Context: an optimization exercise on an open-source flow, tuned for small area, a short achievable clock period and few clock cycles. The choices shown serve that exercise and are no tape-out recipe.
At most, simulation tests tie the RTL to the original design; equivalence was not proved.
No activity file was given, so power comes from the tool's default toggle rates.

rev 12:
==> module divider, before the edit <==
module divider
	# (parameter SIZE = 32)
   (input clk,
	input start,
	input reset,
	input [SIZE - 1:0] divisor, dividend,
	output reg error, done,
	output [SIZE - 1:0] quotient, remainder
	);
localparam [1:0] IDLE = 2'd0, NORM = 2'd1, ITER = 2'd2;
reg [1:0] state;
reg [SIZE-1:0] r, q, d;
reg [4:0] cnt;
reg [4:0] lz_d, lz_r;     
function [4:0] lzc;      
	input [SIZE-1:0] x;
	integer i;
	begin
		lzc = 5'd0;
		for (i = 0; i < SIZE; i = i + 1)
			if (x[i]) lzc = SIZE - 1 - i;
	end
endfunction
function [SIZE-1:0] smear;
	input [SIZE-1:0] x;
	integer i;
	begin
		smear = x;
		for (i = 1; i < SIZE; i = i * 2)
			smear = smear | (smear >> i);
	end
endfunction
wire [4:0] n = lz_d - lz_r;    
wire       dvsr_zero = (divisor == 0);
wire       q_zero = dvsr_zero | (|(divisor & ~smear(dividend)));
function [SIZE:0] sub_ks;      
	input [SIZE-1:0] a, b;
	reg [SIZE:0] g, p;
	integer k, s;
	begin
		g = {a & ~b, 1'b1};        
		p = {~(a ^ b), 1'b0};
		for (s = 1; s <= SIZE; s = s * 2)
			for (k = SIZE; k >= s; k = k - 1) begin
				g[k] = g[k] | (p[k] & g[k-s]);
				p[k] = p[k] & p[k-s];
			end
		sub_ks = {g[SIZE], ~(a ^ b) ^ g[SIZE-1:0]};
	end
endfunction
wire [SIZE:0] sres = sub_ks(r, d);
wire [SIZE-1:0] diff = sres[SIZE-1:0];
wire          ge = sres[SIZE];
assign quotient  = q;
assign remainder = r;
always @(posedge clk) begin
	if (reset) begin
		state <= IDLE;
		done  <= 1'b0;
		error <= 1'b0;
	end else begin
		done  <= 1'b0;
		error <= 1'b0;
		case (state)
			IDLE:
				if (start) begin
					done  <= q_zero;
					error <= dvsr_zero;
					if (!q_zero) state <= NORM;
				end
			NORM:
				state <= ITER;
			ITER:
				if (cnt == 0) begin
					state <= IDLE;
					done  <= 1'b1;
				end
			default:
				state <= IDLE;
		endcase
	end
end
wire idle = (state == IDLE);
wire take = ge & (state == ITER);
always @(posedge clk)
	r <= ({SIZE{idle}} & dividend) | ({SIZE{take}} & diff) | ({SIZE{~idle & ~take}} & r);
always @(posedge clk) begin
	lz_d <= lzc(divisor);
	lz_r <= lzc(dividend);
end
always @(posedge clk)
	q <= idle ? {SIZE{1'b0}} : {q[SIZE-2:0], take};
always @(posedge clk) begin
	case (state)
		IDLE: d <= divisor;
		NORM: d <= d << n;
		default: d <= d >> 1;
	endcase
	cnt <= (state == NORM) ? n : cnt - 1'b1;
end
endmodule
clock: 4.0 ns
lec_check: 0
cap_margin: 20
core_margin: 2
core_utilization: 40
cts_buf_list: sky130_fd_sc_hd__clkbuf_8
place_density: 0.6
setup_slack_margin: 2.0
slew_margin: 20
tns_end_percent: 0
standard.sh (not shown) runs the stock make flow with config.mk's settings and CLKGATE_MAP_FILE= SYNTH_SCRIPT=/design/flow/synth_recipe.tcl, a recipe that flattens the netlist after the stock synthesis.
==> flow/flow/run.sh <==
#!/bin/bash
set -euo pipefail
export BUFFER_PORTS_ARGS="-buffer_cell sky130_fd_sc_hd__buf_1"
export CTS_ARGS="-sink_clustering_enable -repair_clock_nets -buf_list sky130_fd_sc_hd__clkbuf_8 -dont_use_dummy_load"
bash standard.sh > standard.log 2>&1
Testbench counts of rev 12, summed over its fixed seeds: cycles 13,020.
Edits applied to the flow inputs when going from rev 12 to rev 13:
diff --git a/flow/design.v b/flow/design.v
--- a/flow/design.v
+++ b/flow/design.v
@@ -7,11 +7,12 @@
 	output reg error, done,
 	output [SIZE - 1:0] quotient, remainder
 	);
 localparam [1:0] IDLE = 2'd0, NORM = 2'd1, ITER = 2'd2;
 reg [1:0] state;
-reg [SIZE-1:0] r, q, d;
+reg [SIZE-1:0] r, q;
+reg [SIZE-1:0] dn;        
 reg [4:0] cnt;
 reg [4:0] lz_d, lz_r;     
 function [4:0] lzc;      
 	input [SIZE-1:0] x;
 	integer i;
@@ -32,25 +33,25 @@
 endfunction
 wire [4:0] n = lz_d - lz_r;    
 wire       dvsr_zero = (divisor == 0);
 wire       q_zero = dvsr_zero | (|(divisor & ~smear(dividend)));
 function [SIZE:0] sub_ks;      
-	input [SIZE-1:0] a, b;
+	input [SIZE-1:0] a, bn;
 	reg [SIZE:0] g, p;
 	integer k, s;
 	begin
-		g = {a & ~b, 1'b1};        
-		p = {~(a ^ b), 1'b0};
+		g = {a & bn, 1'b1};        
+		p = {a ^ bn, 1'b0};
 		for (s = 1; s <= SIZE; s = s * 2)
 			for (k = SIZE; k >= s; k = k - 1) begin
 				g[k] = g[k] | (p[k] & g[k-s]);
 				p[k] = p[k] & p[k-s];
 			end
-		sub_ks = {g[SIZE], ~(a ^ b) ^ g[SIZE-1:0]};
+		sub_ks = {g[SIZE], a ^ bn ^ g[SIZE-1:0]};
 	end
 endfunction
-wire [SIZE:0] sres = sub_ks(r, d);
+wire [SIZE:0] sres = sub_ks(r, dn);
 wire [SIZE-1:0] diff = sres[SIZE-1:0];
 wire          ge = sres[SIZE];
 assign quotient  = q;
 assign remainder = r;
 always @(posedge clk) begin
@@ -90,12 +91,12 @@
 end
 always @(posedge clk)
 	q <= idle ? {SIZE{1'b0}} : {q[SIZE-2:0], take};
 always @(posedge clk) begin
 	case (state)
-		IDLE: d <= divisor;
-		NORM: d <= d << n;
-		default: d <= d >> 1;
+		IDLE: dn <= ~divisor;
+		NORM: dn <= ~(~dn << n);
+		default: dn <= {1'b1, dn[SIZE-1:1]};
 	endcase
 	cnt <= (state == NORM) ? n : cnt - 1'b1;
 end
 endmodule
Results
Rev 13 did not stop at any stage, and its layout met the timing, design-rule and antenna checks. Non-clock buffer total of the final layout (higher): rev 12. Rev 13 vs. rev 12: vertical die dimension went up by 1.4%. Area after synthesis | rev 13 above rev 12. Going from rev 12 to rev 13, clock power increased about 0.9%, worst-path maximum fanout now smaller. Sort rev 13 and rev 12 by minimum period implied by the final worst setup slack desc -> top: rev 13. Compared with rev 12, in rev 13 overall power after layout up 0.00019 W, placeable core region up about 3.6%, die area up about 3%.
The RTL of rev 13 was laid out without a check of its function.

[static timing again, ports no longer ideal]
No port has a modelled driver above. Below, the same layouts with a new extraction and two added sets of constraints.
Step 1 (the two cells are an assumption about what drives the block):
set clk [get_ports {clk}]
set_driving_cell -lib_cell sky130_fd_sc_hd__clkbuf_16 $clk
set_driving_cell -lib_cell sky130_fd_sc_hd__buf_2 [delete_from_list [all_inputs] $clk]
Step 2 also shifts input and output timing later by t, the mid clock arrival at the registers, as if the neighbouring blocks saw the same clock.
a / b / c = no drivers / after step 1 / after step 2; a / b = the first two.
run | t, ns | setup WS [ns] | worst setup path at the end | latest minus earliest clock arrival (ns) | worst register clock-pin slew, ns
rev 12 | 0.496 | 1.162 / 1.162 / 0.849 | input to register | 0.034 / 0.034 | 0.08 / 0.08
rev 13 | 0.478 | 1.028 / 1.028 / 0.956 | input to register | 0.043 / 0.042 | 0.09 / 0.09
After both steps setup and hold are still met in every run listed. The setup slack of rev 12, which loses most, moves by 0.000 ns with the drivers and by -0.313 ns with both steps.
